Context: an optimization exercise on an open-source flow, tuned for small area, a short achievable clock period and few clock cycles per item. The choices shown serve that exercise and are no tape-out recipe. Where RTL was checked, it was by simulation tests only, not by an equivalence proof against the original.

// SSE
module SSE (
	input  logic        clk,
	input  logic        rst,
	input  logic        in_valid,
	input  logic        in_last,
	input  logic [31:0] A,
	input  logic [31:0] B,
	output logic        in_ready,
	output logic        out_valid,
	output logic [31:0] Y
);
	localparam logic [31:0] NAN = 32'h7f800001;
	logic v0, v1, v2, v3, v4, v5;
	logic l0, l1, l2, l3, l4, l5;
	always_ff @(posedge clk) begin
		if (rst) begin
			in_ready <= 0;
			{v0, v1, v2, v3, v4, v5} <= 0;
		end
		else begin
			in_ready <= 1;
			v0 <= in_valid & in_ready;
			{v1, v2, v3, v4, v5} <= {v0, v1, v2, v3, v4};
		end
		{l0, l1, l2, l3, l4, l5} <= {in_last, l0, l1, l2, l3, l4};
	end
	logic [31:0] a0, b0;
	always_ff @(posedge clk) begin
		a0 <= A;
		b0 <= B;
	end
	logic        sA, sB;
	logic [7:0]  eA, eB;
	logic [22:0] fA, fB;
	assign {sA, eA, fA} = a0;
	assign {sB, eB, fB} = b0;
	logic nanA, nanB, infA, infB, zA, zB;
	assign nanA = (&eA) & (|fA);
	assign nanB = (&eB) & (|fB);
	assign infA = (&eA) & ~(|fA);
	assign infB = (&eB) & ~(|fB);
  ...
==> module sse_acc, before the edit <==
module sse_acc (
	input  logic        clk,
	input  logic        rst,
	input  logic [31:0] p1,
	input  logic        v5,
	input  logic        l5,
	output logic        out_valid,
	output logic [31:0] Y
);
	localparam logic [31:0] NAN = 32'h7f800001;
	logic [31:0] acc;
	logic        ps;
	logic [7:0]  pe;
	logic        pNaN, pInf;   
	logic        v6, l6, fresh;
	logic [23:0] yp;
	logic [3:0]  shH;    
	logic [7:0]  shL;    
	logic        selP;
	logic        as;
	logic [7:0]  ae;
	logic [22:0] af;
	assign {as, ae, af} = acc;
	logic aNaN, aInf, aZ, pZ;
	assign aNaN = (&ae) & (|af);
	assign aInf = (&ae) & ~(|af);
	assign aZ = fresh | ~(|ae);
	assign pZ = ~(|pe);
	logic normal;
	assign normal = ~aZ & ~aNaN & ~aInf & ~pNaN & ~pInf & ~pZ;
	logic [23:0] ya;
	logic [24:0] S, S1;
	logic        ovf;
	logic [7:0]  E, E1;
	logic [23:0] ma, yh;
	assign ma = {1'b1, af};
	always_comb begin
		for (int i = 0; i < 24; i++) begin
			yh[i] = (shH[0] & ma[i]) | (shH[1] & (i + 8 < 24 ? ma[(i + 8) % 24] : 1'b0))
				| (shH[2] & (i + 16 < 24 ? ma[(i + 16) % 24] : 1'b0));
			ya[i] = 0;
			for (int j = 0; j < 8; j++)
				if (i + j < 24) ya[i] = ya[i] | (shL[j] & yh[i + j]);
		end
	end
	sse_cadd #(.W(24)) add (.a(ya), .b(yp), .s0(S), .s1(S1));
	assign ovf = S[24];
	assign E = selP ? pe : ae;
	assign E1 = E + 8'd1;
	logic [31:0] nres, sres;
	assign nres = ovf ? {as, E1, S1[23:1]} : {as, E, S[22:0]};
	always_comb begin
		if (~v6) sres = acc;
		else if (aZ) sres = pNaN ? NAN : pZ ? 32'd0 : {ps, pe, yp[22:0]};
		else if (aNaN | pNaN) sres = NAN;
		else if (aInf & pInf) sres = (as == ps) ? acc : NAN;
		else if (aInf) sres = acc;
		else if (pInf) sres = {ps, 8'hff, 23'd0};
		else sres = acc;
	end
	logic [7:0]  e1n;
	logic [23:0] m1n, yp0, yp1;
	logic [8:0]  dP0, dA0;
	logic [4:0]  shA0, shA1, shA;
	logic        sel0, sel1, inc;
	assign e1n = p1[30:23];
	assign m1n = {1'b1, p1[22:0]};
	assign inc = v6 & ~aZ & ~pZ & ovf;
	logic       ebP;
	logic [8:0] dPa, dPp, dAa, dAp;
	assign ebP = v6 & (aZ | selP);
	assign dPa = {1'b0, ae} - {1'b0, e1n};
	assign dPp = {1'b0, pe} - {1'b0, e1n};
	assign dAa = {1'b0, e1n} - {1'b0, ae};
	assign dAp = {1'b0, e1n} - {1'b0, pe};
	assign dP0 = ebP ? dPp : dPa;
	assign dA0 = ebP ? dAp : dAa;
	assign sel0 = dP0[8];
	assign sel1 = sel0 & (dA0 != 9'd1);
	assign yp0 = sel0 ? m1n : (dP0[7:0] > 8'd23) ? 24'd0 : (m1n >> dP0[4:0]);
	assign yp1 = sel0 ? m1n : {1'b0, yp0[23:1]};
	assign shA0 = ~sel0 ? 5'd0 : (dA0[7:0] > 8'd23) ? 5'd24 : dA0[4:0];
	assign shA1 = ~sel1 ? 5'd0 : (dA0[7:0] > 8'd24) ? 5'd24 : (dA0[4:0] - 5'd1);
	assign shA = inc ? shA1 : shA0;
	logic azn;
	assign azn = v6 ? (l6 | (aZ & pZ)) : aZ;
	always_ff @(posedge clk) begin
		ps <= p1[31];
		pe <= p1[30:23];
		pNaN <= (&p1[30:23]) & (|p1[22:0]);
		pInf <= (&p1[30:23]) & ~(|p1[22:0]);
		l6 <= l5;
		acc <= (v6 & normal) ? nres : sres;
		selP <= inc ? sel1 : sel0;
		shH <= {1'b0, shA[4:3] == 2'd2, shA[4:3] == 2'd1, shA[4:3] == 2'd0};
		for (int j = 0; j < 8; j++) shL[j] <= (shA[2:0] == j);
		yp <= azn ? m1n : inc ? yp1 : yp0;
		if (rst) begin
			v6 <= 0;
			fresh <= 1;
			out_valid <= 0;
		end
		else begin
			v6 <= v5;
			if (v6) fresh <= l6;
			out_valid <= v6 & l6;
		end
	end
	assign Y = acc;
endmodule
clock: 10.0 ns
lec_check: 0
cap_margin: 20
core_margin: 2
core_utilization: 40
place_density: 0.6
setup_slack_margin: 5
slew_margin: 20
run.sh (not shown) runs the stock make flow with config.mk's settings and CLKGATE_MAP_FILE= SYNTH_SCRIPT=/design/flow/synth_recipe.tcl, a recipe that flattens the netlist after the stock synthesis.
Next try:
--- a/flow/design.v
+++ b/flow/design.v
@@ -48,15 +48,13 @@
 	assign E = selP ? pe : ae;
 	assign E1 = E + 8'd1;
-	logic [31:0] nres, sres;
+	logic [31:0] nres, pval, res;
+	logic        selN, selA, selP2, selNaN;
 	assign nres = ovf ? {as, E1, S1[23:1]} : {as, E, S[22:0]};
-	always_comb begin
-		if (~v6) sres = acc;
-		else if (aZ) sres = pNaN ? NAN : pZ ? 32'd0 : {ps, pe, yp[22:0]};
-		else if (aNaN | pNaN) sres = NAN;
-		else if (aInf & pInf) sres = (as == ps) ? acc : NAN;
-		else if (aInf) sres = acc;
-		else if (pInf) sres = {ps, 8'hff, 23'd0};
-		else sres = acc;
-	end
+	assign pval = {ps, pe, aZ ? yp[22:0] : 23'd0};
+	assign selN = v6 & normal;
+	assign selNaN = v6 & (aZ ? pNaN : (aNaN | pNaN | (aInf & pInf & (as != ps))));
+	assign selA = ~v6 | (~aZ & ~aNaN & ~pNaN & (aInf ? (~pInf | (as == ps)) : (~pInf & pZ)));
+	assign selP2 = v6 & (aZ ? (~pNaN & ~pZ) : (~aNaN & ~pNaN & ~aInf & pInf));
+	assign res = ({32{selN}} & nres) | ({32{selA}} & acc) | ({32{selP2}} & pval) | ({32{selNaN}} & NAN);
 	logic [7:0]  e1n;
 	logic [23:0] m1n, yp0, yp1;
@@ -91,5 +89,5 @@
 		pInf <= (&p1[30:23]) & ~(|p1[22:0]);
 		l6 <= l5;
-		acc <= (v6 & normal) ? nres : sres;
+		acc <= res;
 		selP <= inc ? sel1 : sel0;
 		shH <= {1'b0, shA[4:3] == 2'd2, shA[4:3] == 2'd1, shA[4:3] == 2'd0};
Outcome: The new run completed with no timing, DRC or antenna violations; via count goes down by about 0.38%; cell area goes down by about 0.7%; cell count goes down by about 0.4%.
No functional check of the RTL was part of any run of this note.

---

== old ==
SSE, a different RTL version from the one above (not shown whole).
For scale: roughly 100 I/O pins.
clock: 10.0 ns
lec_check: 0
cap_margin: 20
core_margin: 2
core_utilization: 40
cts_cluster_diameter: 100
cts_cluster_size: 30
place_density: 0.6
setup_slack_margin: 5
slew_margin: 20
synth_hierarchical: 1
synth_minimum_keep_size: 0
standard.sh (not shown) runs the stock make flow with config.mk's settings and CLKGATE_MAP_FILE= SYNTH_SCRIPT=/design/flow/synth_recipe.tcl, a recipe that flattens the netlist after the stock synthesis.
==> flow/flow/run.sh <==
#!/bin/bash
set -euo pipefail
bash standard.sh SETUP_SLACK_MARGIN=6.0 "BUFFER_PORTS_ARGS=-buffer_cell sky130_fd_sc_hd__buf_1" finish > standard.log 2>&1
#### Input delta (new over old)
--- a/flow/design.v
+++ b/flow/design.v
@@ -830,109 +830,103 @@
 		else if (infB) sval = B;
 		else if (zA & zB) sval = 0;
 		else if (zA) sval = {~sB, B[30:0]};
 		else if (zB) sval = A;
 		else begin
 			spec = 0;
 			sval = A;
 		end
 	end
 	logic [8:0]  dAB;
 	logic [7:0]  dBA;
-	logic        aLess, eEq, fLess, swp, neg;
+	logic        aLess, eEq, fLess, swp;
 	assign dAB = {1'b0, eA} - {1'b0, eB};
 	assign dBA = eB - eA;
 	assign aLess = dAB[8];
 	assign eEq = (eA == eB);
 	assign fLess = fA < fB;
-	assign swp = aLess | (eEq & fLess);
-	assign neg = eEq & fLess & (sA == sB);
+	assign swp = A[30:0] < B[30:0];    
 	logic [22:0] x0, y0;
 	logic [4:0]  k0;
 	logic [7:0]  e0;
-	logic        s0, sub0, neg0;
+	logic        s0, sub0;
 	always_ff @(posedge clk) begin
-		y0 <= aLess ? fA : fB;
+		y0 <= swp ? fA : fB;
 		if (spec) begin
 			x0 <= sval[22:0];
 			k0 <= 5'd24;
 			e0 <= sval[30:23];
 			s0 <= sval[31];
 			sub0 <= 0;
-			neg0 <= 0;
 		end
 		else begin
-			x0 <= aLess ? fB : fA;
+			x0 <= swp ? fB : fA;
 			k0 <= aLess ? ((dBA > 8'd23) ? 5'd24 : dBA[4:0]) : ((dAB[7:0] > 8'd23) ? 5'd24 : dAB[4:0]);
 			e0 <= aLess ? eB : eA;
 			s0 <= (sA == sB) ? (swp ^ sA) : sA;
 			sub0 <= (sA == sB);
-			neg0 <= neg;
 		end
 	end
 	logic [23:0] y1;
 	assign y1 = {1'b1, y0} >> k0;
 	logic [24:0] sum2;
-	sse_add #(.W(24), .L(5)) add1 (.a({1'b1, x0}), .b(sub0 ? ~y1 : y1), .ci(sub0 & ~neg0), .s(sum2));
+	sse_add #(.W(24), .L(5)) add1 (.a({1'b1, x0}), .b(sub0 ? ~y1 : y1), .ci(sub0), .s(sum2));
 	logic [24:0] r2;
 	logic [7:0]  e2;
-	logic        s2, sub2, neg2;
+	logic        s2, sub2;
 	always_ff @(posedge clk) begin
 		r2 <= {sum2[24] & ~sub0, sum2[23:0]};
 		e2 <= e0;
 		s2 <= s0;
 		sub2 <= sub0;
-		neg2 <= neg0;
 	end
 	logic [24:0] inc3;
 	logic [25:0] inc3x;
 	assign inc3 = inc3x[24:0];
 	sse_inc #(.W(25), .L(5)) inc1 (.a(r2), .s(inc3x));
 	logic [31:0] zx;
 	logic [7:0]  nz1;
 	logic [15:0] nc1;
 	logic [3:0]  nz2;
 	logic [11:0] nc2;
 	logic [1:0]  nz3;
 	logic [7:0]  nc3;
 	logic [4:0]  lz;
-	logic [23:0] rr;     
-	assign rr = r2[23:0] ^ {24{neg2}};
-	assign zx = {rr, 8'hff};
+	assign zx = {r2[23:0], 8'hff};
 	genvar gi;
 	generate
 		for (gi = 0; gi < 8; gi++) begin : g_l1
 			logic [3:0] q;
 			assign q = zx[4 * gi +: 4];
 			assign nz1[gi] = |q;
 			assign nc1[2 * gi +: 2] = q[3] ? 2'd0 : q[2] ? 2'd1 : q[1] ? 2'd2 : 2'd3;
 		end
 		for (gi = 0; gi < 4; gi++) begin : g_l2
 			assign nz2[gi] = nz1[2 * gi + 1] | nz1[2 * gi];
 			assign nc2[3 * gi +: 3] = nz1[2 * gi + 1] ? {1'b0, nc1[4 * gi + 2 +: 2]} : {1'b1, nc1[4 * gi +: 2]};
 		end
 		for (gi = 0; gi < 2; gi++) begin : g_l3
 			assign nz3[gi] = nz2[2 * gi + 1] | nz2[2 * gi];
 			assign nc3[4 * gi +: 4] = nz2[2 * gi + 1] ? {1'b0, nc2[6 * gi + 3 +: 3]} : {1'b1, nc2[6 * gi +: 3]};
 		end
 	endgenerate
 	assign lz = nz3[1] ? {1'b0, nc3[7:4]} : {1'b1, nc3[3:0]};
 	logic [23:0] n1;
-	assign n1 = rr << lz;
+	assign n1 = r2[23:0] << lz;
 	logic        s3;
 	logic [7:0]  e3;
 	logic [4:0]  lz3;
 	logic [22:0] f3;
 	always_ff @(posedge clk) begin
 		if (sub2) begin
-			if (rr == 0) begin
+			if (r2[23:0] == 0) begin
 				s3 <= 0;
 				e3 <= 0;
 				lz3 <= 0;
 			end
 			else begin
 				s3 <= s2;
 				e3 <= e2;
 				lz3 <= lz;
 			end
 			f3 <= n1[22:0];
 		end
--- outcome ---
- The number of max-slew violations in the final report was comparable across old and new.
- new vs. old: data required time of the worst path comparable, number of multi-input logic gates went down.
- new: clock buffer count is 1 higher than what old reported.
- Compared with old, new shows detailed-routed wire length on met3 that has gone down by more than 10%.
- Diff old -> new: total setup buffers inserted after CTS decreased by 8 relative to the old numbers, site row count fell 1, global-route wire length before repair saw a decrease.
- Relative to old, wire length has decreased by 1.6% in new.
- From old to new the numbers moved as follows: post-layout instance area down 730 µm²; synthesized cell count decreased by about 2.2% relative to the old numbers.
Testbench counts of new, summed over its fixed seeds: cycles 8,146, items 8,082.
No functional check of the RTL was part of old.

==> re-timing with driven ports <==
Ports are ideal in the flow. The routed layouts listed here were re-timed in OpenROAD.
Step 1 assumes that a clkbuf_16 drives the clock port and a buf_2 every other input.
Step 2 also shifts input and output timing later by t, the mid clock arrival at the registers, as if the neighbouring blocks saw the same clock.
Slacks: no drivers / after step 1 / after step 2; pairs: no drivers / after step 1.
run | t (ns) | setup WS [ns] | hold WS [ns] | pins driven straight from the clock port
the first run of note 1 | 0.679 | 5.232 / 5.232 / 5.232 | 0.320 / 0.320 / 0.320 | 1
the second run of note 1 | 0.671 | 5.211 / 5.211 / 5.211 | 0.310 / 0.310 / 0.310 | 1
old | 0.649 | 5.944 / 5.949 / 5.299 | 0.328 / 0.328 / 0.328 | 1
new | 0.645 | 6.034 / 6.066 / 5.425 | 0.335 / 0.335 / 0.335 | 1
After both steps every run listed still meets setup and hold. For old, which loses most, drivers alone change the setup slack by +0.005 ns; drivers and shift together by -0.645 ns.
